What follows belongs to an exercise in optimizing a design on an open flow for small area and a short achievable clock period; a production flow would make more cautious choices.
The RTL of this run was laid out without a check of its function.
Power and IR drop assume default switching activity.

[design/flow/config.mk]
export PLATFORM = sky130hd
export DESIGN_NAME = sigmoid9slices
export DESIGN_NICKNAME = sigmoid9slices
export VERILOG_FILES = /design/flow/design.v
export SDC_FILE = /design/flow/constraint.sdc
export NUM_CORES = 4
export LEC_CHECK = 0
export CAP_MARGIN = 20
export CORE_MARGIN = 2
export CORE_UTILIZATION = 70
export SLEW_MARGIN = 20
[design/flow/constraint.sdc]
create_clock -name core_clock -period 8.0 [get_ports {clk}]
set_input_delay 1.6000 -clock core_clock [delete_from_list [all_inputs] [get_ports {clk}]]
set_output_delay 1.6000 -clock core_clock [all_outputs]
set_load 0.01 [all_outputs]
[design/flow/design.v]
`timescale 1ns / 1ps
module sigmoid9slices (
    input wire clk,
    input wire rst_n,
    input wire signed [15:0] x0_in,
    input wire signed [15:0] x1_in,
    input wire valid_in,
    output reg signed [15:0] y0_out,
    output reg signed [15:0] y1_out,
    output reg valid_out
);
    reg v1, v2;
    always @(posedge clk or negedge rst_n)
        if (!rst_n) begin v1 <= 1'b0; v2 <= 1'b0; valid_out <= 1'b0; end
        else begin v1 <= valid_in; v2 <= v1; valid_out <= v2; end
    function [4:0] dec(input [15:0] x);
        reg [14:0] u;
        reg g1, g2, g3, g4, g5;
        begin
            u = x[14:0] ^ {15{x[15]}};
            g1 = u >= 1365; g2 = u >= 4096; g3 = u >= 6827; g4 = u >= 9557; g5 = u >= 12288;
            dec = {~g1, g1 & ~g2, g2 & ~g3, g3 & ~g4, g4 & ~g5};
        end
    endfunction
    reg [12:0] a0, a1;   
    reg [4:0] c0, c1;
    always @(posedge clk) begin
        a0 <= {x0_in[15], x0_in[11:0]}; a1 <= {x1_in[15], x1_in[11:0]};
        c0 <= dec(x0_in); c1 <= dec(x1_in);
    end
    wire [10:0] xr0 = a0[10:0];
    wire [10:0] xn0 = ~a0[10:0];
    wire sat0 = ~|c0[4:0];
    wire r0_0_0 = (c0[0] & xr0[0]) | (c0[1] & xn0[0]);
    wire r0_0_1 = c0[1];
    wire r0_1_0 = (c0[0] & xr0[0]) | (c0[1] & xn0[1]) | (c0[2] & xr0[0]) | (c0[3] & xr0[0]) | (c0[4] & xn0[0]);
    wire r0_1_1 = (c0[0] & xr0[1]) | c0[4];
    wire r0_2_0 = (c0[0] & xr0[1]) | (c0[1] & xn0[2]) | (c0[2] & xr0[1]) | (c0[3] & xr0[1]) | (c0[4] & xn0[1]);
    wire r0_2_1 = (c0[0] & xr0[2]);
    wire r0_3_0 = (c0[0] & xr0[0]) | (c0[1] & xr0[0]) | (c0[2] & xr0[2]) | (c0[3] & xr0[2]) | (c0[4] & xn0[2]);
    wire r0_3_1 = (c0[0] & xr0[2]) | (c0[1] & xn0[3]);
    wire r0_3_2 = (c0[0] & xr0[3]);
    wire r0_4_0 = (c0[0] & xr0[1]) | (c0[1] & xr0[1]) | (c0[2] & xr0[3]) | (c0[3] & xr0[0]) | (c0[4] & xn0[0]);
    wire r0_4_1 = (c0[0] & xr0[3]) | (c0[1] & xn0[4]) | (c0[3] & xr0[3]) | c0[4];
    wire r0_4_2 = (c0[0] & xr0[4]) | (c0[4] & xn0[3]);
    wire r0_5_0 = (c0[0] & xr0[2]) | (c0[1] & xr0[0]) | (c0[2] & xr0[4]) | (c0[3] & xr0[1]) | (c0[4] & xn0[1]);
    wire r0_5_1 = (c0[0] & xr0[4]) | (c0[1] & xr0[2]) | (c0[3] & xr0[4]) | (c0[4] & xn0[4]);
    wire r0_5_2 = (c0[0] & xr0[5]) | (c0[1] & xn0[5]);
    wire r0_6_0 = (c0[0] & xr0[3]) | (c0[1] & xr0[1]) | (c0[2] & xr0[5]) | (c0[3] & xr0[0]) | (c0[4] & xn0[2]);
    wire r0_6_1 = (c0[0] & xr0[5]) | (c0[1] & xr0[3]) | (c0[3] & xr0[2]) | (c0[4] & xn0[5]);
    wire r0_6_2 = (c0[0] & xr0[6]) | (c0[1] & xn0[6]) | (c0[3] & xr0[5]);
    wire r0_7_0 = (c0[0] & xr0[4]) | (c0[1] & xr0[2]) | (c0[2] & xr0[0]) | (c0[3] & xr0[1]) | (c0[4] & xn0[3]);
    wire r0_7_1 = (c0[0] & xr0[6]) | (c0[1] & xr0[4]) | (c0[2] & xr0[6]) | (c0[3] & xr0[3]) | (c0[4] & xn0[6]);
    wire r0_7_2 = (c0[0] & xr0[7]) | (c0[1] & xn0[7]) | (c0[3] & xr0[6]);
    wire r0_8_0 = (c0[0] & xr0[5]) | (c0[1] & xr0[3]) | (c0[2] & xr0[1]) | (c0[3] & xr0[0]) | (c0[4] & xn0[4]);
    wire r0_8_1 = (c0[0] & xr0[7]) | (c0[1] & xr0[5]) | (c0[2] & xr0[7]) | (c0[3] & xr0[2]) | (c0[4] & xn0[7]);
    wire r0_8_2 = (c0[0] & xr0[8]) | (c0[1] & xn0[8]) | (c0[3] & xr0[4]);
    wire r0_8_3 = (c0[3] & xr0[7]);
    wire r0_9_0 = (c0[0] & xr0[6]) | (c0[1] & xr0[4]) | (c0[2] & xr0[2]) | (c0[3] & xr0[1]) | (c0[4] & xr0[0]);
    wire r0_9_1 = (c0[0] & xr0[8]) | (c0[1] & xr0[6]) | (c0[2] & xr0[8]) | (c0[3] & xr0[3]) | (c0[4] & xn0[5]);
    wire r0_9_2 = (c0[0] & xr0[9]) | (c0[1] & xn0[9]) | (c0[3] & xr0[5]) | (c0[4] & xn0[8]);
    wire r0_9_3 = (c0[3] & xr0[8]);
    wire r0_10_0 = (c0[0] & xr0[7]) | (c0[1] & xr0[5]) | (c0[2] & xr0[3]) | (c0[3] & xr0[2]) | (c0[4] & xr0[1]);
    wire r0_10_1 = (c0[0] & xr0[9]) | (c0[1] & xr0[7]) | (c0[2] & xr0[9]) | (c0[3] & xr0[4]) | (c0[4] & xn0[6]);
    wire r0_10_2 = (c0[0] & xr0[10]) | (c0[1] & xn0[10]) | (c0[3] & xr0[6]) | (c0[4] & xn0[9]);
    wire r0_10_3 = (c0[3] & xr0[9]);
    wire r0_11_0 = (c0[0] & xr0[8]) | (c0[1] & xr0[6]) | (c0[2] & xr0[4]) | (c0[3] & xr0[3]) | (c0[4] & xr0[2]) | (sat0 & (a0[12] | ~a0[12]));
    wire r0_11_1 = (c0[0] & xr0[10]) | (c0[1] & xr0[8]) | (c0[2] & xr0[10]) | (c0[3] & xr0[5]) | (c0[4] & xn0[7]);
    wire r0_11_2 = (c0[0] & ((a0[12] & a0[11]) | (~a0[12] & a0[11]))) | (c0[1] & ((a0[12] & a0[11]) | (~a0[12] & a0[11]))) | c0[2] | (c0[3] & xr0[7]) | (c0[4] & xn0[10]);
    wire r0_11_3 = (c0[3] & ((a0[12] & ~a0[11] & a0[10]) | (~a0[12] & ~a0[11] & a0[10]) | (~a0[12] & a0[11] & a0[10])));
    wire r0_12_0 = (c0[0] & xr0[9]) | (c0[1] & xr0[7]) | (c0[2] & xr0[5]) | (c0[3] & xr0[4]) | (c0[4] & xr0[3]) | (sat0 & (~a0[12]));
    wire r0_12_1 = (c0[0] & ((a0[12] & ~a0[11]) | (~a0[12] & a0[11]))) | (c0[1] & xr0[9]) | (c0[2] & ((a0[12] & a0[11]) | (~a0[12] & ~a0[11]))) | (c0[3] & xr0[6]) | (c0[4] & xn0[8]);
    wire r0_12_2 = (c0[1] & ((a0[12] & a0[11]) | (a0[12] & ~a0[11]))) | (c0[3] & xr0[8]) | (c0[4] & ((~a0[12] & ~a0[11])));
    wire r0_12_3 = (c0[3] & ((a0[12] & a0[11] & ~a0[10]) | (~a0[12] & a0[11] & ~a0[10]) | (~a0[12] & a0[11] & a0[10])));
    wire r0_13_0 = (c0[0] & xr0[10]) | (c0[1] & xr0[8]) | (c0[2] & xr0[6]) | (c0[3] & xr0[5]) | (c0[4] & xr0[4]) | (sat0 & (a0[12]));
    wire r0_13_1 = (c0[0] & ((a0[12] & a0[11]))) | (c0[1] & xr0[10]) | (c0[2] & ((~a0[12] & a0[11]))) | (c0[3] & xr0[7]) | (c0[4] & xn0[9]);
    wire r0_13_2 = (c0[1] & ((~a0[12] & a0[11]) | (~a0[12] & ~a0[11]))) | (c0[3] & xr0[9]) | (c0[4] & ((~a0[12] & ~a0[11])));
    wire r0_13_3 = (c0[3] & ((a0[12] & ~a0[11] & ~a0[10]) | (a0[12] & ~a0[11] & a0[10]) | (a0[12] & a0[11] & ~a0[10])));
    wire r0_14_0 = (c0[0] & ((a0[12] & a0[11]) | (~a0[12] & ~a0[11]))) | (c0[1] & xr0[9]) | (c0[2] & xr0[7]) | (c0[3] & xr0[6]) | (c0[4] & xr0[5]) | (sat0 & (~a0[12]));
    wire r0_14_1 = (c0[1] & ((a0[12] & ~a0[11]) | (~a0[12] & a0[11]))) | (c0[2] & ((~a0[12] & ~a0[11]) | (~a0[12] & a0[11]))) | (c0[3] & xr0[8]) | (c0[4] & xn0[10]);
    wire r0_14_2 = (c0[3] & xr0[10]) | (c0[4] & ((~a0[12] & ~a0[11])));
    wire r0_14_3 = (c0[3] & ((~a0[12] & ~a0[11] & a0[10]) | (~a0[12] & a0[11] & ~a0[10]) | (~a0[12] & a0[11] & a0[10])));
    wire r0_15_0 = (c0[0] & ((~a0[12] & a0[11]))) | (c0[1] & xr0[10]) | (c0[2] & xr0[8]) | (c0[3] & xr0[7]) | (c0[4] & xr0[6]) | (sat0 & (~a0[12]));
    wire r0_15_1 = (c0[1] & ((~a0[12] & ~a0[11]))) | (c0[2] & ((a0[12] & ~a0[11]) | (a0[12] & a0[11]))) | (c0[3] & xr0[9]);
    wire r0_15_2 = (c0[3] & ((a0[12] & ~a0[11] & ~a0[10]) | (a0[12] & ~a0[11] & a0[10]) | (~a0[12] & a0[11] & ~a0[10]) | (~a0[12] & a0[11] & a0[10])));
    wire r0_16_0 = (c0[0] & ((~a0[12] & ~a0[11]) | (~a0[12] & a0[11]))) | (c0[1] & ((a0[12] & ~a0[11]) | (~a0[12] & a0[11]))) | (c0[2] & xr0[9]) | (c0[3] & xr0[8]) | (c0[4] & xr0[7]) | (sat0 & (~a0[12]));
    wire r0_16_1 = (c0[2] & ((a0[12] & ~a0[11]) | (a0[12] & a0[11]))) | (c0[3] & xr0[10]) | (c0[4] & ((~a0[12] & ~a0[11])));
    wire r0_16_2 = (c0[3] & ((a0[12] & ~a0[11] & ~a0[10]) | (a0[12] & ~a0[11] & a0[10]) | (~a0[12] & ~a0[11] & a0[10]) | (~a0[12] & a0[11] & ~a0[10]) | (~a0[12] & a0[11] & a0[10])));
    wire r0_17_0 = (c0[0] & ((~a0[12] & ~a0[11]) | (~a0[12] & a0[11]))) | (c0[1] & ((~a0[12] & ~a0[11]))) | (c0[2] & xr0[10]) | (c0[3] & xr0[9]) | (c0[4] & xr0[8]) | (sat0 & (~a0[12]));
    wire r0_17_1 = (c0[2] & ((a0[12] & ~a0[11]) | (a0[12] & a0[11]))) | (c0[3] & ((a0[12] & ~a0[11] & ~a0[10]) | (a0[12] & ~a0[11] & a0[10]) | (a0[12] & a0[11] & ~a0[10]) | (~a0[12] & ~a0[11] & a0[10]))) | (c0[4] & ((~a0[12] & ~a0[11])));
    wire r0_18_0 = (c0[0] & ((~a0[12] & ~a0[11]) | (~a0[12] & a0[11]))) | (c0[1] & ((~a0[12] & a0[11]) | (~a0[12] & ~a0[11]))) | (c0[2] & ((a0[12] & ~a0[11]) | (~a0[12] & a0[11]))) | (c0[3] & xr0[10]) | (c0[4] & xr0[9]) | (sat0 & (~a0[12]));
    wire r0_18_1 = (c0[3] & ((a0[12] & ~a0[11] & ~a0[10]) | (a0[12] & ~a0[11] & a0[10]) | (~a0[12] & a0[11] & ~a0[10]) | (~a0[12] & a0[11] & a0[10]))) | (c0[4] & ((~a0[12] & ~a0[11])));
    wire r0_19_0 = (c0[0] & ((~a0[12] & ~a0[11]) | (~a0[12] & a0[11]))) | (c0[1] & ((~a0[12] & a0[11]) | (~a0[12] & ~a0[11]))) | (c0[2] & ((a0[12] & ~a0[11]) | (~a0[12] & ~a0[11]) | (~a0[12] & a0[11]))) | (c0[3] & ((~a0[12] & a0[11] & ~a0[10]) | (~a0[12] & a0[11] & a0[10]))) | (c0[4] & xr0[10]) | (sat0 & (~a0[12]));
    wire r0_19_1 = (c0[4] & ((~a0[12] & ~a0[11])));
    wire r0_20_0 = (c0[0] & ((~a0[12] & ~a0[11]) | (~a0[12] & a0[11]))) | (c0[1] & ((~a0[12] & a0[11]) | (~a0[12] & ~a0[11]))) | (c0[2] & ((a0[12] & ~a0[11]) | (~a0[12] & ~a0[11]) | (~a0[12] & a0[11]))) | (c0[3] & ((a0[12] & a0[11] & ~a0[10]))) | c0[4] | (sat0 & (~a0[12]));
    wire r0_21_0 = (c0[0] & ((~a0[12] & ~a0[11]) | (~a0[12] & a0[11]))) | (c0[1] & ((~a0[12] & a0[11]) | (~a0[12] & ~a0[11]))) | (c0[2] & ((a0[12] & ~a0[11]) | (~a0[12] & ~a0[11]) | (~a0[12] & a0[11]))) | (c0[3] & ((~a0[12] & ~a0[11] & a0[10]) | (~a0[12] & a0[11] & ~a0[10]) | (~a0[12] & a0[11] & a0[10]))) | (sat0 & (~a0[12]));
    wire h0_1s = r0_8_0 ^ r0_8_1;
    wire h0_1c = r0_8_0 & r0_8_1;
    wire f0_2s = r0_9_0 ^ r0_9_1 ^ r0_9_2;
    wire f0_2c = (r0_9_0 & r0_9_1) | (r0_9_0 & r0_9_2) | (r0_9_1 & r0_9_2);
    wire f0_3s = r0_10_0 ^ r0_10_1 ^ r0_10_2;
    wire f0_3c = (r0_10_0 & r0_10_1) | (r0_10_0 & r0_10_2) | (r0_10_1 & r0_10_2);
    wire f0_4s = r0_11_0 ^ r0_11_1 ^ r0_11_2;
    wire f0_4c = (r0_11_0 & r0_11_1) | (r0_11_0 & r0_11_2) | (r0_11_1 & r0_11_2);
    wire f0_5s = r0_12_0 ^ r0_12_1 ^ r0_12_2;
    wire f0_5c = (r0_12_0 & r0_12_1) | (r0_12_0 & r0_12_2) | (r0_12_1 & r0_12_2);
    wire f0_6s = r0_13_0 ^ r0_13_1 ^ r0_13_2;
    wire f0_6c = (r0_13_0 & r0_13_1) | (r0_13_0 & r0_13_2) | (r0_13_1 & r0_13_2);
    wire f0_7s = r0_14_0 ^ r0_14_1 ^ r0_14_2;
    wire f0_7c = (r0_14_0 & r0_14_1) | (r0_14_0 & r0_14_2) | (r0_14_1 & r0_14_2);
    wire h0_8s = r0_15_0 ^ r0_15_1;
    wire h0_8c = r0_15_0 & r0_15_1;
    wire h0_9s = r0_16_0 ^ r0_16_1;
    wire h0_9c = r0_16_0 & r0_16_1;
    wire h0_10s = r0_3_0 ^ r0_3_1;
    wire h0_10c = r0_3_0 & r0_3_1;
    wire f0_11s = r0_4_0 ^ r0_4_1 ^ r0_4_2;
    wire f0_11c = (r0_4_0 & r0_4_1) | (r0_4_0 & r0_4_2) | (r0_4_1 & r0_4_2);
    wire f0_12s = r0_5_0 ^ r0_5_1 ^ r0_5_2;
    wire f0_12c = (r0_5_0 & r0_5_1) | (r0_5_0 & r0_5_2) | (r0_5_1 & r0_5_2);
    wire f0_13s = r0_6_0 ^ r0_6_1 ^ r0_6_2;
    wire f0_13c = (r0_6_0 & r0_6_1) | (r0_6_0 & r0_6_2) | (r0_6_1 & r0_6_2);
    wire f0_14s = r0_7_0 ^ r0_7_1 ^ r0_7_2;
    wire f0_14c = (r0_7_0 & r0_7_1) | (r0_7_0 & r0_7_2) | (r0_7_1 & r0_7_2);
    wire f0_15s = r0_8_2 ^ r0_8_3 ^ h0_1s;
    wire f0_15c = (r0_8_2 & r0_8_3) | (r0_8_2 & h0_1s) | (r0_8_3 & h0_1s);
    wire f0_16s = r0_9_3 ^ h0_1c ^ f0_2s;
    wire f0_16c = (r0_9_3 & h0_1c) | (r0_9_3 & f0_2s) | (h0_1c & f0_2s);
    wire f0_17s = r0_10_3 ^ f0_2c ^ f0_3s;
    wire f0_17c = (r0_10_3 & f0_2c) | (r0_10_3 & f0_3s) | (f0_2c & f0_3s);
    wire f0_18s = r0_11_3 ^ f0_3c ^ f0_4s;
    wire f0_18c = (r0_11_3 & f0_3c) | (r0_11_3 & f0_4s) | (f0_3c & f0_4s);
    wire f0_19s = r0_12_3 ^ f0_4c ^ f0_5s;
    wire f0_19c = (r0_12_3 & f0_4c) | (r0_12_3 & f0_5s) | (f0_4c & f0_5s);
    wire f0_20s = r0_13_3 ^ f0_5c ^ f0_6s;
    wire f0_20c = (r0_13_3 & f0_5c) | (r0_13_3 & f0_6s) | (f0_5c & f0_6s);
    wire f0_21s = r0_14_3 ^ f0_6c ^ f0_7s;
    wire f0_21c = (r0_14_3 & f0_6c) | (r0_14_3 & f0_7s) | (f0_6c & f0_7s);
    wire f0_22s = r0_15_2 ^ f0_7c ^ h0_8s;
    wire f0_22c = (r0_15_2 & f0_7c) | (r0_15_2 & h0_8s) | (f0_7c & h0_8s);
    wire f0_23s = r0_16_2 ^ h0_8c ^ h0_9s;
    wire f0_23c = (r0_16_2 & h0_8c) | (r0_16_2 & h0_9s) | (h0_8c & h0_9s);
    wire f0_24s = r0_17_0 ^ r0_17_1 ^ h0_9c;
    wire f0_24c = (r0_17_0 & r0_17_1) | (r0_17_0 & h0_9c) | (r0_17_1 & h0_9c);
    wire h0_25s = r0_18_0 ^ r0_18_1;
    wire h0_25c = r0_18_0 & r0_18_1;
    wire h0_26s = r0_19_0 ^ r0_19_1;
    wire h0_26c = r0_19_0 & r0_19_1;
    wire lg0_27 = (r0_1_0 & r0_1_1) | ((r0_1_0 | r0_1_1) & (r0_0_0 & r0_0_1));
    wire lp0_27 = (r0_1_0 | r0_1_1) & (r0_0_0 | r0_0_1);
    wire lg0_28 = (r0_3_2 & h0_10s) | ((r0_3_2 | h0_10s) & (r0_2_0 & r0_2_1));
    wire lp0_28 = (r0_3_2 | h0_10s) & (r0_2_0 | r0_2_1);
    wire lg0_29 = (f0_11c & f0_12s) | ((f0_11c | f0_12s) & (h0_10c & f0_11s));
    wire lp0_29 = (f0_11c | f0_12s) & (h0_10c | f0_11s);
    wire lg0_30 = (f0_13c & f0_14s) | ((f0_13c | f0_14s) & (f0_12c & f0_13s));
    wire lp0_30 = (f0_13c | f0_14s) & (f0_12c | f0_13s);
    wire lg0_31 = (f0_15c & f0_16s) | ((f0_15c | f0_16s) & (f0_14c & f0_15s));
    wire lp0_31 = (f0_15c | f0_16s) & (f0_14c | f0_15s);
    wire lg0_32 = lg0_28 | (lp0_28 & lg0_27);
    wire lp0_32 = lp0_28 & lp0_27;
    wire lg0_33 = lg0_30 | (lp0_30 & lg0_29);
    wire lp0_33 = lp0_30 & lp0_29;
    wire lg0_34 = (f0_16c & f0_17s) | ((f0_16c | f0_17s) & lg0_31);
    wire lp0_34 = (f0_16c | f0_17s) & lp0_31;
    wire lg0_35 = lg0_33 | (lp0_33 & lg0_32);
    wire lp0_35 = lp0_33 & lp0_32;
    wire lg0_36 = lg0_34 | (lp0_34 & lg0_35);
    wire lp0_36 = lp0_34 & lp0_35;
    reg [10:0] sa0, sb0;
    reg lc0;
    always @(posedge clk) begin
        sa0 <= {r0_21_0, r0_20_0, h0_25c, f0_24c, f0_23c, f0_22c, f0_21c, f0_20c, f0_19c, f0_18c, f0_17c};
        sb0 <= {1'b0, h0_26c, h0_26s, h0_25s, f0_24s, f0_23s, f0_22s, f0_21s, f0_20s, f0_19s, f0_18s};
        lc0 <= lg0_36;
    end
    always @(posedge clk) y0_out <= {5'b0, sa0 + sb0 + {10'b0, lc0}};
    wire [10:0] xr1 = a1[10:0];
    wire [10:0] xn1 = ~a1[10:0];
    wire sat1 = ~|c1[4:0];
    wire r1_0_0 = (c1[0] & xr1[0]) | (c1[1] & xn1[0]);
    wire r1_0_1 = c1[1];
    wire r1_1_0 = (c1[0] & xr1[0]) | (c1[1] & xn1[1]) | (c1[2] & xr1[0]) | (c1[3] & xr1[0]) | (c1[4] & xn1[0]);
    wire r1_1_1 = (c1[0] & xr1[1]) | c1[4];
    wire r1_2_0 = (c1[0] & xr1[1]) | (c1[1] & xn1[2]) | (c1[2] & xr1[1]) | (c1[3] & xr1[1]) | (c1[4] & xn1[1]);
    wire r1_2_1 = (c1[0] & xr1[2]);
    wire r1_3_0 = (c1[0] & xr1[0]) | (c1[1] & xr1[0]) | (c1[2] & xr1[2]) | (c1[3] & xr1[2]) | (c1[4] & xn1[2]);
    wire r1_3_1 = (c1[0] & xr1[2]) | (c1[1] & xn1[3]);
    wire r1_3_2 = (c1[0] & xr1[3]);
    wire r1_4_0 = (c1[0] & xr1[1]) | (c1[1] & xr1[1]) | (c1[2] & xr1[3]) | (c1[3] & xr1[0]) | (c1[4] & xn1[0]);
    wire r1_4_1 = (c1[0] & xr1[3]) | (c1[1] & xn1[4]) | (c1[3] & xr1[3]) | c1[4];
    wire r1_4_2 = (c1[0] & xr1[4]) | (c1[4] & xn1[3]);
    wire r1_5_0 = (c1[0] & xr1[2]) | (c1[1] & xr1[0]) | (c1[2] & xr1[4]) | (c1[3] & xr1[1]) | (c1[4] & xn1[1]);
    wire r1_5_1 = (c1[0] & xr1[4]) | (c1[1] & xr1[2]) | (c1[3] & xr1[4]) | (c1[4] & xn1[4]);
    wire r1_5_2 = (c1[0] & xr1[5]) | (c1[1] & xn1[5]);
    wire r1_6_0 = (c1[0] & xr1[3]) | (c1[1] & xr1[1]) | (c1[2] & xr1[5]) | (c1[3] & xr1[0]) | (c1[4] & xn1[2]);
    wire r1_6_1 = (c1[0] & xr1[5]) | (c1[1] & xr1[3]) | (c1[3] & xr1[2]) | (c1[4] & xn1[5]);
    wire r1_6_2 = (c1[0] & xr1[6]) | (c1[1] & xn1[6]) | (c1[3] & xr1[5]);
    wire r1_7_0 = (c1[0] & xr1[4]) | (c1[1] & xr1[2]) | (c1[2] & xr1[0]) | (c1[3] & xr1[1]) | (c1[4] & xn1[3]);
    wire r1_7_1 = (c1[0] & xr1[6]) | (c1[1] & xr1[4]) | (c1[2] & xr1[6]) | (c1[3] & xr1[3]) | (c1[4] & xn1[6]);
    wire r1_7_2 = (c1[0] & xr1[7]) | (c1[1] & xn1[7]) | (c1[3] & xr1[6]);
    wire r1_8_0 = (c1[0] & xr1[5]) | (c1[1] & xr1[3]) | (c1[2] & xr1[1]) | (c1[3] & xr1[0]) | (c1[4] & xn1[4]);
    wire r1_8_1 = (c1[0] & xr1[7]) | (c1[1] & xr1[5]) | (c1[2] & xr1[7]) | (c1[3] & xr1[2]) | (c1[4] & xn1[7]);
    wire r1_8_2 = (c1[0] & xr1[8]) | (c1[1] & xn1[8]) | (c1[3] & xr1[4]);
    wire r1_8_3 = (c1[3] & xr1[7]);
    wire r1_9_0 = (c1[0] & xr1[6]) | (c1[1] & xr1[4]) | (c1[2] & xr1[2]) | (c1[3] & xr1[1]) | (c1[4] & xr1[0]);
    wire r1_9_1 = (c1[0] & xr1[8]) | (c1[1] & xr1[6]) | (c1[2] & xr1[8]) | (c1[3] & xr1[3]) | (c1[4] & xn1[5]);
    wire r1_9_2 = (c1[0] & xr1[9]) | (c1[1] & xn1[9]) | (c1[3] & xr1[5]) | (c1[4] & xn1[8]);
    wire r1_9_3 = (c1[3] & xr1[8]);
    wire r1_10_0 = (c1[0] & xr1[7]) | (c1[1] & xr1[5]) | (c1[2] & xr1[3]) | (c1[3] & xr1[2]) | (c1[4] & xr1[1]);
    wire r1_10_1 = (c1[0] & xr1[9]) | (c1[1] & xr1[7]) | (c1[2] & xr1[9]) | (c1[3] & xr1[4]) | (c1[4] & xn1[6]);
    wire r1_10_2 = (c1[0] & xr1[10]) | (c1[1] & xn1[10]) | (c1[3] & xr1[6]) | (c1[4] & xn1[9]);
    wire r1_10_3 = (c1[3] & xr1[9]);
    wire r1_11_0 = (c1[0] & xr1[8]) | (c1[1] & xr1[6]) | (c1[2] & xr1[4]) | (c1[3] & xr1[3]) | (c1[4] & xr1[2]) | (sat1 & (a1[12] | ~a1[12]));
    wire r1_11_1 = (c1[0] & xr1[10]) | (c1[1] & xr1[8]) | (c1[2] & xr1[10]) | (c1[3] & xr1[5]) | (c1[4] & xn1[7]);
    wire r1_11_2 = (c1[0] & ((a1[12] & a1[11]) | (~a1[12] & a1[11]))) | (c1[1] & ((a1[12] & a1[11]) | (~a1[12] & a1[11]))) | c1[2] | (c1[3] & xr1[7]) | (c1[4] & xn1[10]);
    wire r1_11_3 = (c1[3] & ((a1[12] & ~a1[11] & a1[10]) | (~a1[12] & ~a1[11] & a1[10]) | (~a1[12] & a1[11] & a1[10])));
    wire r1_12_0 = (c1[0] & xr1[9]) | (c1[1] & xr1[7]) | (c1[2] & xr1[5]) | (c1[3] & xr1[4]) | (c1[4] & xr1[3]) | (sat1 & (~a1[12]));
    wire r1_12_1 = (c1[0] & ((a1[12] & ~a1[11]) | (~a1[12] & a1[11]))) | (c1[1] & xr1[9]) | (c1[2] & ((a1[12] & a1[11]) | (~a1[12] & ~a1[11]))) | (c1[3] & xr1[6]) | (c1[4] & xn1[8]);
    wire r1_12_2 = (c1[1] & ((a1[12] & a1[11]) | (a1[12] & ~a1[11]))) | (c1[3] & xr1[8]) | (c1[4] & ((~a1[12] & ~a1[11])));
    wire r1_12_3 = (c1[3] & ((a1[12] & a1[11] & ~a1[10]) | (~a1[12] & a1[11] & ~a1[10]) | (~a1[12] & a1[11] & a1[10])));
    wire r1_13_0 = (c1[0] & xr1[10]) | (c1[1] & xr1[8]) | (c1[2] & xr1[6]) | (c1[3] & xr1[5]) | (c1[4] & xr1[4]) | (sat1 & (a1[12]));
    wire r1_13_1 = (c1[0] & ((a1[12] & a1[11]))) | (c1[1] & xr1[10]) | (c1[2] & ((~a1[12] & a1[11]))) | (c1[3] & xr1[7]) | (c1[4] & xn1[9]);
    wire r1_13_2 = (c1[1] & ((~a1[12] & a1[11]) | (~a1[12] & ~a1[11]))) | (c1[3] & xr1[9]) | (c1[4] & ((~a1[12] & ~a1[11])));
    wire r1_13_3 = (c1[3] & ((a1[12] & ~a1[11] & ~a1[10]) | (a1[12] & ~a1[11] & a1[10]) | (a1[12] & a1[11] & ~a1[10])));
    wire r1_14_0 = (c1[0] & ((a1[12] & a1[11]) | (~a1[12] & ~a1[11]))) | (c1[1] & xr1[9]) | (c1[2] & xr1[7]) | (c1[3] & xr1[6]) | (c1[4] & xr1[5]) | (sat1 & (~a1[12]));
    wire r1_14_1 = (c1[1] & ((a1[12] & ~a1[11]) | (~a1[12] & a1[11]))) | (c1[2] & ((~a1[12] & ~a1[11]) | (~a1[12] & a1[11]))) | (c1[3] & xr1[8]) | (c1[4] & xn1[10]);
    wire r1_14_2 = (c1[3] & xr1[10]) | (c1[4] & ((~a1[12] & ~a1[11])));
    wire r1_14_3 = (c1[3] & ((~a1[12] & ~a1[11] & a1[10]) | (~a1[12] & a1[11] & ~a1[10]) | (~a1[12] & a1[11] & a1[10])));
    wire r1_15_0 = (c1[0] & ((~a1[12] & a1[11]))) | (c1[1] & xr1[10]) | (c1[2] & xr1[8]) | (c1[3] & xr1[7]) | (c1[4] & xr1[6]) | (sat1 & (~a1[12]));
    wire r1_15_1 = (c1[1] & ((~a1[12] & ~a1[11]))) | (c1[2] & ((a1[12] & ~a1[11]) | (a1[12] & a1[11]))) | (c1[3] & xr1[9]);
    wire r1_15_2 = (c1[3] & ((a1[12] & ~a1[11] & ~a1[10]) | (a1[12] & ~a1[11] & a1[10]) | (~a1[12] & a1[11] & ~a1[10]) | (~a1[12] & a1[11] & a1[10])));
    wire r1_16_0 = (c1[0] & ((~a1[12] & ~a1[11]) | (~a1[12] & a1[11]))) | (c1[1] & ((a1[12] & ~a1[11]) | (~a1[12] & a1[11]))) | (c1[2] & xr1[9]) | (c1[3] & xr1[8]) | (c1[4] & xr1[7]) | (sat1 & (~a1[12]));
    wire r1_16_1 = (c1[2] & ((a1[12] & ~a1[11]) | (a1[12] & a1[11]))) | (c1[3] & xr1[10]) | (c1[4] & ((~a1[12] & ~a1[11])));
    wire r1_16_2 = (c1[3] & ((a1[12] & ~a1[11] & ~a1[10]) | (a1[12] & ~a1[11] & a1[10]) | (~a1[12] & ~a1[11] & a1[10]) | (~a1[12] & a1[11] & ~a1[10]) | (~a1[12] & a1[11] & a1[10])));
    wire r1_17_0 = (c1[0] & ((~a1[12] & ~a1[11]) | (~a1[12] & a1[11]))) | (c1[1] & ((~a1[12] & ~a1[11]))) | (c1[2] & xr1[10]) | (c1[3] & xr1[9]) | (c1[4] & xr1[8]) | (sat1 & (~a1[12]));
    wire r1_17_1 = (c1[2] & ((a1[12] & ~a1[11]) | (a1[12] & a1[11]))) | (c1[3] & ((a1[12] & ~a1[11] & ~a1[10]) | (a1[12] & ~a1[11] & a1[10]) | (a1[12] & a1[11] & ~a1[10]) | (~a1[12] & ~a1[11] & a1[10]))) | (c1[4] & ((~a1[12] & ~a1[11])));
    wire r1_18_0 = (c1[0] & ((~a1[12] & ~a1[11]) | (~a1[12] & a1[11]))) | (c1[1] & ((~a1[12] & a1[11]) | (~a1[12] & ~a1[11]))) | (c1[2] & ((a1[12] & ~a1[11]) | (~a1[12] & a1[11]))) | (c1[3] & xr1[10]) | (c1[4] & xr1[9]) | (sat1 & (~a1[12]));
    wire r1_18_1 = (c1[3] & ((a1[12] & ~a1[11] & ~a1[10]) | (a1[12] & ~a1[11] & a1[10]) | (~a1[12] & a1[11] & ~a1[10]) | (~a1[12] & a1[11] & a1[10]))) | (c1[4] & ((~a1[12] & ~a1[11])));
    wire r1_19_0 = (c1[0] & ((~a1[12] & ~a1[11]) | (~a1[12] & a1[11]))) | (c1[1] & ((~a1[12] & a1[11]) | (~a1[12] & ~a1[11]))) | (c1[2] & ((a1[12] & ~a1[11]) | (~a1[12] & ~a1[11]) | (~a1[12] & a1[11]))) | (c1[3] & ((~a1[12] & a1[11] & ~a1[10]) | (~a1[12] & a1[11] & a1[10]))) | (c1[4] & xr1[10]) | (sat1 & (~a1[12]));
    wire r1_19_1 = (c1[4] & ((~a1[12] & ~a1[11])));
    wire r1_20_0 = (c1[0] & ((~a1[12] & ~a1[11]) | (~a1[12] & a1[11]))) | (c1[1] & ((~a1[12] & a1[11]) | (~a1[12] & ~a1[11]))) | (c1[2] & ((a1[12] & ~a1[11]) | (~a1[12] & ~a1[11]) | (~a1[12] & a1[11]))) | (c1[3] & ((a1[12] & a1[11] & ~a1[10]))) | c1[4] | (sat1 & (~a1[12]));
    wire r1_21_0 = (c1[0] & ((~a1[12] & ~a1[11]) | (~a1[12] & a1[11]))) | (c1[1] & ((~a1[12] & a1[11]) | (~a1[12] & ~a1[11]))) | (c1[2] & ((a1[12] & ~a1[11]) | (~a1[12] & ~a1[11]) | (~a1[12] & a1[11]))) | (c1[3] & ((~a1[12] & ~a1[11] & a1[10]) | (~a1[12] & a1[11] & ~a1[10]) | (~a1[12] & a1[11] & a1[10]))) | (sat1 & (~a1[12]));
    wire h1_37s = r1_8_0 ^ r1_8_1;
    wire h1_37c = r1_8_0 & r1_8_1;
    wire f1_38s = r1_9_0 ^ r1_9_1 ^ r1_9_2;
    wire f1_38c = (r1_9_0 & r1_9_1) | (r1_9_0 & r1_9_2) | (r1_9_1 & r1_9_2);
    wire f1_39s = r1_10_0 ^ r1_10_1 ^ r1_10_2;
    wire f1_39c = (r1_10_0 & r1_10_1) | (r1_10_0 & r1_10_2) | (r1_10_1 & r1_10_2);
    wire f1_40s = r1_11_0 ^ r1_11_1 ^ r1_11_2;
    wire f1_40c = (r1_11_0 & r1_11_1) | (r1_11_0 & r1_11_2) | (r1_11_1 & r1_11_2);
    wire f1_41s = r1_12_0 ^ r1_12_1 ^ r1_12_2;
    wire f1_41c = (r1_12_0 & r1_12_1) | (r1_12_0 & r1_12_2) | (r1_12_1 & r1_12_2);
    wire f1_42s = r1_13_0 ^ r1_13_1 ^ r1_13_2;
    wire f1_42c = (r1_13_0 & r1_13_1) | (r1_13_0 & r1_13_2) | (r1_13_1 & r1_13_2);
    wire f1_43s = r1_14_0 ^ r1_14_1 ^ r1_14_2;
    wire f1_43c = (r1_14_0 & r1_14_1) | (r1_14_0 & r1_14_2) | (r1_14_1 & r1_14_2);
    wire h1_44s = r1_15_0 ^ r1_15_1;
    wire h1_44c = r1_15_0 & r1_15_1;
    wire h1_45s = r1_16_0 ^ r1_16_1;
    wire h1_45c = r1_16_0 & r1_16_1;
    wire h1_46s = r1_3_0 ^ r1_3_1;
    wire h1_46c = r1_3_0 & r1_3_1;
    wire f1_47s = r1_4_0 ^ r1_4_1 ^ r1_4_2;
    wire f1_47c = (r1_4_0 & r1_4_1) | (r1_4_0 & r1_4_2) | (r1_4_1 & r1_4_2);
    wire f1_48s = r1_5_0 ^ r1_5_1 ^ r1_5_2;
    wire f1_48c = (r1_5_0 & r1_5_1) | (r1_5_0 & r1_5_2) | (r1_5_1 & r1_5_2);
    wire f1_49s = r1_6_0 ^ r1_6_1 ^ r1_6_2;
    wire f1_49c = (r1_6_0 & r1_6_1) | (r1_6_0 & r1_6_2) | (r1_6_1 & r1_6_2);
    wire f1_50s = r1_7_0 ^ r1_7_1 ^ r1_7_2;
    wire f1_50c = (r1_7_0 & r1_7_1) | (r1_7_0 & r1_7_2) | (r1_7_1 & r1_7_2);
    wire f1_51s = r1_8_2 ^ r1_8_3 ^ h1_37s;
    wire f1_51c = (r1_8_2 & r1_8_3) | (r1_8_2 & h1_37s) | (r1_8_3 & h1_37s);
    wire f1_52s = r1_9_3 ^ h1_37c ^ f1_38s;
    wire f1_52c = (r1_9_3 & h1_37c) | (r1_9_3 & f1_38s) | (h1_37c & f1_38s);
    wire f1_53s = r1_10_3 ^ f1_38c ^ f1_39s;
    wire f1_53c = (r1_10_3 & f1_38c) | (r1_10_3 & f1_39s) | (f1_38c & f1_39s);
    wire f1_54s = r1_11_3 ^ f1_39c ^ f1_40s;
    wire f1_54c = (r1_11_3 & f1_39c) | (r1_11_3 & f1_40s) | (f1_39c & f1_40s);
    wire f1_55s = r1_12_3 ^ f1_40c ^ f1_41s;
    wire f1_55c = (r1_12_3 & f1_40c) | (r1_12_3 & f1_41s) | (f1_40c & f1_41s);
    wire f1_56s = r1_13_3 ^ f1_41c ^ f1_42s;
    wire f1_56c = (r1_13_3 & f1_41c) | (r1_13_3 & f1_42s) | (f1_41c & f1_42s);
    wire f1_57s = r1_14_3 ^ f1_42c ^ f1_43s;
    wire f1_57c = (r1_14_3 & f1_42c) | (r1_14_3 & f1_43s) | (f1_42c & f1_43s);
    wire f1_58s = r1_15_2 ^ f1_43c ^ h1_44s;
    wire f1_58c = (r1_15_2 & f1_43c) | (r1_15_2 & h1_44s) | (f1_43c & h1_44s);
    wire f1_59s = r1_16_2 ^ h1_44c ^ h1_45s;
    wire f1_59c = (r1_16_2 & h1_44c) | (r1_16_2 & h1_45s) | (h1_44c & h1_45s);
    wire f1_60s = r1_17_0 ^ r1_17_1 ^ h1_45c;
    wire f1_60c = (r1_17_0 & r1_17_1) | (r1_17_0 & h1_45c) | (r1_17_1 & h1_45c);
    wire h1_61s = r1_18_0 ^ r1_18_1;
    wire h1_61c = r1_18_0 & r1_18_1;
    wire h1_62s = r1_19_0 ^ r1_19_1;
    wire h1_62c = r1_19_0 & r1_19_1;
    wire lg1_63 = (r1_1_0 & r1_1_1) | ((r1_1_0 | r1_1_1) & (r1_0_0 & r1_0_1));
    wire lp1_63 = (r1_1_0 | r1_1_1) & (r1_0_0 | r1_0_1);
    wire lg1_64 = (r1_3_2 & h1_46s) | ((r1_3_2 | h1_46s) & (r1_2_0 & r1_2_1));
    wire lp1_64 = (r1_3_2 | h1_46s) & (r1_2_0 | r1_2_1);
    wire lg1_65 = (f1_47c & f1_48s) | ((f1_47c | f1_48s) & (h1_46c & f1_47s));
    wire lp1_65 = (f1_47c | f1_48s) & (h1_46c | f1_47s);
    wire lg1_66 = (f1_49c & f1_50s) | ((f1_49c | f1_50s) & (f1_48c & f1_49s));
    wire lp1_66 = (f1_49c | f1_50s) & (f1_48c | f1_49s);
    wire lg1_67 = (f1_51c & f1_52s) | ((f1_51c | f1_52s) & (f1_50c & f1_51s));
    wire lp1_67 = (f1_51c | f1_52s) & (f1_50c | f1_51s);
    wire lg1_68 = lg1_64 | (lp1_64 & lg1_63);
    wire lp1_68 = lp1_64 & lp1_63;
    wire lg1_69 = lg1_66 | (lp1_66 & lg1_65);
    wire lp1_69 = lp1_66 & lp1_65;
    wire lg1_70 = (f1_52c & f1_53s) | ((f1_52c | f1_53s) & lg1_67);
    wire lp1_70 = (f1_52c | f1_53s) & lp1_67;
    wire lg1_71 = lg1_69 | (lp1_69 & lg1_68);
    wire lp1_71 = lp1_69 & lp1_68;
    wire lg1_72 = lg1_70 | (lp1_70 & lg1_71);
    wire lp1_72 = lp1_70 & lp1_71;
    reg [10:0] sa1, sb1;
    reg lc1;
    always @(posedge clk) begin
        sa1 <= {r1_21_0, r1_20_0, h1_61c, f1_60c, f1_59c, f1_58c, f1_57c, f1_56c, f1_55c, f1_54c, f1_53c};
        sb1 <= {1'b0, h1_62c, h1_62s, h1_61s, f1_60s, f1_59s, f1_58s, f1_57s, f1_56s, f1_55s, f1_54s};
        lc1 <= lg1_72;
    end
    always @(posedge clk) y1_out <= {5'b0, sa1 + sb1 + {10'b0, lc1}};
endmodule
[design/flow/run.sh]
#!/bin/bash
# synth_recipe.tcl (not shown) runs the flow's synth.tcl, then flattens the netlist and writes it again
# the make line also repeats each setting of config.mk as NAME=value (left out here)
make -C /OpenROAD-flow-scripts/flow DESIGN_CONFIG=/design/flow/config.mk WORK_HOME=/design/flow/orfs CLKGATE_MAP_FILE= SYNTH_SCRIPT=/design/flow/synth_recipe.tcl finish
==> impl_metrics.json <==
{
  "crit_path_max_fanout": 20,
  "worstSetupEndpointType": "register",
  "ys_warn_count": 1,
  "clock_latency_ns": 0.38,
  "cts_buffers": 9,
  "dr_wl_met2_mm": 8.376,
  "p_leak_nw": 3.467,
  "drt-vias-per-instance": 6.367,
  "die_x_microns": 105.6,
  "synthSimpleGateAreaFrac": 0.1875,
  "wl_met1_mm": 6.986,
  "place_ws_ns": 4.189,
  "powerDensity_mw_per_mm2": 212.3,
  "clock_sinks": 105,
  "rows": 37,
  "coreArea_sq_mm": 0.01018,
  "ys_seq_area_frac": 0.2932,
  "gp_congestion": 0.9272,
  "drive_gt1_frac": 0.04032,
  "worstMarginPinSlew_ns": 1.066,
  "fmax_mhz": 277.0,
  "synth-compound-area-share": 0.2119,
  "synth_edf_count": 0,
  "post-route-min-period_ns": 3.611,
  "cts-resized-gates": 0,
  "drt-initial-drc-count": 762,
  "overflow": 0,
  "grt_start_max_net_pins": 34,
  "cts_root_buf": "clkbuf_8",
  "worst_slack_ns": 4.389,
  "cts_setup_buffers": 0,
  "synth_xor_area_frac": 0.01698,
  "drc": 0,
  "slew_headroom": 0.2885,
  "synth_seq_cells": 105,
  "arrival_ns": 3.94,
  "hold_path.class": "register to register",
  "vias": 6392,
  "dp_hpwl_mm": 12.80,
  "cts_hold_buf": 0,
  "synthAdderAreaFrac": 0.2046,
  "antenna_cells": 0,
  "routed-wl-met3_mm": 1.281,
  "io_buffers": 57,
  "layout.nets": 982,
  "die_h_microns": 105.6,
  "first_pass_iters": 7,
  "synthArstFlopShare": 0.02857,
  "crit_required_ns": 8.33,
  "cts_tree": "yes",
  "routedWlPerCell_microns": 17.26,
  "layout_common_cells": "102 x dfxtp_1, 96 x nand2_1, 73 x inv_1",
  "synth.avg_cell_area_sq_um": 8.586,
  "area_growth_syn_to_layout_pct": 10.15,
  "dieArea_sq_mm": 0.01114,
  "start_util": 0.7090,
  "slew_violations": 0,
  "grt_pass1_wl_mm": 29.23,
  "highest_layer": "met4",
  "clock_skew_ns": 0.01534,
  "ios": 68,
  "grt_usage": 0.3221,
  "grt_pass1_vias": 6316,
  "synthTopCellsByArea": "dfxtp_1 28%, fa_1 12%, ha_1 6.9%, nand2_1 5.0%, inv_1 3.8%",
  "ant_nets": 0,
  "yosysUniqueCellTypes": 72,
  "path_clk_slew_ns": 0.11,
  "clk_path_buf_depth": 2,
  "synth.top_cell.area_share": 0.2828,
  "rsz0062_at_grt": "no",
  "final_core_util": 0.7810,
  "ir_worst_vdd_v": 0.0001446,
  "fillCellCount": 744,
  "finalSetupViolCount": 0,
  "status": "finished clean",
  "cp-start-kind": "register",
  "min_period_over_period": 0.4513,
  "final_common_cell": "dfxtp_1",
  "setup-tns-final_ns": 0,
  "critical_path_class": "register to register",
  "postSynthCellCount": 841,
  "netlist_area_sq_mm": 0.007221,
  "synth_top_family_by_area": "compound AO/OA/AOI/OAI gates",
  "hold_violations": 0,
  "yosysTopAreaCell": "dfxtp_1",
  "synth_ff_type": "dfxtp_1",
  "htree_levels": 3,
  "totalWireLength_mm": 17.33,
  "antenna_found_initial": 0,
  "maxCapViolations": 0,
  "synthMuxAreaShare": 0.008317
}
[layout make-up]
cell class,instances,area [sq um],area share
sequential,105,2117,0.2662
clock buffer,9,123.9,0.01557
multi-input combinational,611,4582,0.5761
timing repair buffer,59,585.6,0.07362
clock inverter,7,85.08,0.01070
tap,136,170.2,0.02139
inverter,77,290.3,0.03650
[final timing paths]
kind                       slack (ns)  depth (start not counted)   from        end
hold reg to reg                  0.37                          0     v2  valid_out
max in group asynchronous        6.47                          1  rst_n         v1
hold / removal                   0.37                          0     v2  valid_out
setup / recovery                 4.39                         10  c1[1]        lc1
setup reg to reg                 4.39                         10  c1[1]        lc1
min in group asynchronous        1.39                          1  rst_n  valid_out
[per-stage QoR]
step	hold slack, ns	area (sq um)	total power, W	cells
global route	0.3926	7954	0.001798	1004
finish	0.3700	7954	0.001689	1004
detailed placement	0.3371	7745	0.001338	988
CTS	0.3741	7954	0.001691	1004
global placement	0.3449	7745	0.001295	988
floorplan	0.3312	7254	0.001100	850
[worst max-delay path: stages, from the launching register on]
cell	delay [ns]
dfxtp_1	0.80
clkinv_1	0.48
o21ai_0	0.27
a211oi_1	0.08
fa_1	0.59
fa_1	0.44
inv_1	0.09
o22ai_1	0.07
a2111oi_0	0.39
and3_1	0.23
a211o_1	0.12
[registers in the layout (all words and copies together), names as in the netlist]
name,count
y1_out,11
c0,5
lc0,1
sb1,10
valid_out,1
sa1,11
sa0,11
lc1,1
a1,13
v1,1
c1,5
a0,13
v2,1
sb0,10
y0_out,11
[report_power, final]
part           switching, W  internal (W)  leakage [nW]
clock              0.000198      0.000151        0.0999
sequential        0.0000677      0.000639         0.886
combinational      0.000326      0.000307          2.48
total              0.000592       0.00110          3.47
[cells in the mapped netlist (16+ instances only)]
master,count
a22oi_1,16
nand2_1,96
o21ai_0,42
clkbuf_1,37
nor2_1,40
dfxtp_1,102
fa_1,44
ha_1,40
inv_1,73
a21oi_1,52
nand2b_1,22
nand3_1,22
[metal layers]
layer / vias to the layer above / track usage
met5: - / 0
met3: 78 / 0.04329
met1: 2931 / 0.4000
met4: 0 / 0.1560
met2: 379 / 0.5530
li1: 3004 / -
[cells by family after synthesis]
group,count (synthesis)
buffers and inverters,134
muxes,6
DFF,105
and+or+nand+nor,266
AOI/OAI and AO/OA,222
xor gates and xnor gates,14
adders and majority gates,93
other,1

## port drivers added, routing unchanged
No port has a modelled driver above. Below, the same layout with a new extraction and two added sets of constraints. Step 1 sets driving cells, clkbuf_16 on the clock port and buf_2 on the other inputs (assumed; they add their load-dependent delay and slew). Step 2 also shifts input and output timing later by t, the mid clock arrival at the registers, as if the neighbouring blocks saw the same clock. Three values: ideal, step 1, step 2; two values: the first two.
t (ns): 0.408
slack for setup (ns): 4.389 / 4.389 / 4.070
worst hold slack (ns): 0.370 / 0.370 / 0.370
pins driven straight from the clock port: 1
After both steps setup and hold are still met in this run. The setup slack of this run moves by 0.000 ns with the drivers and by -0.319 ns with both steps.
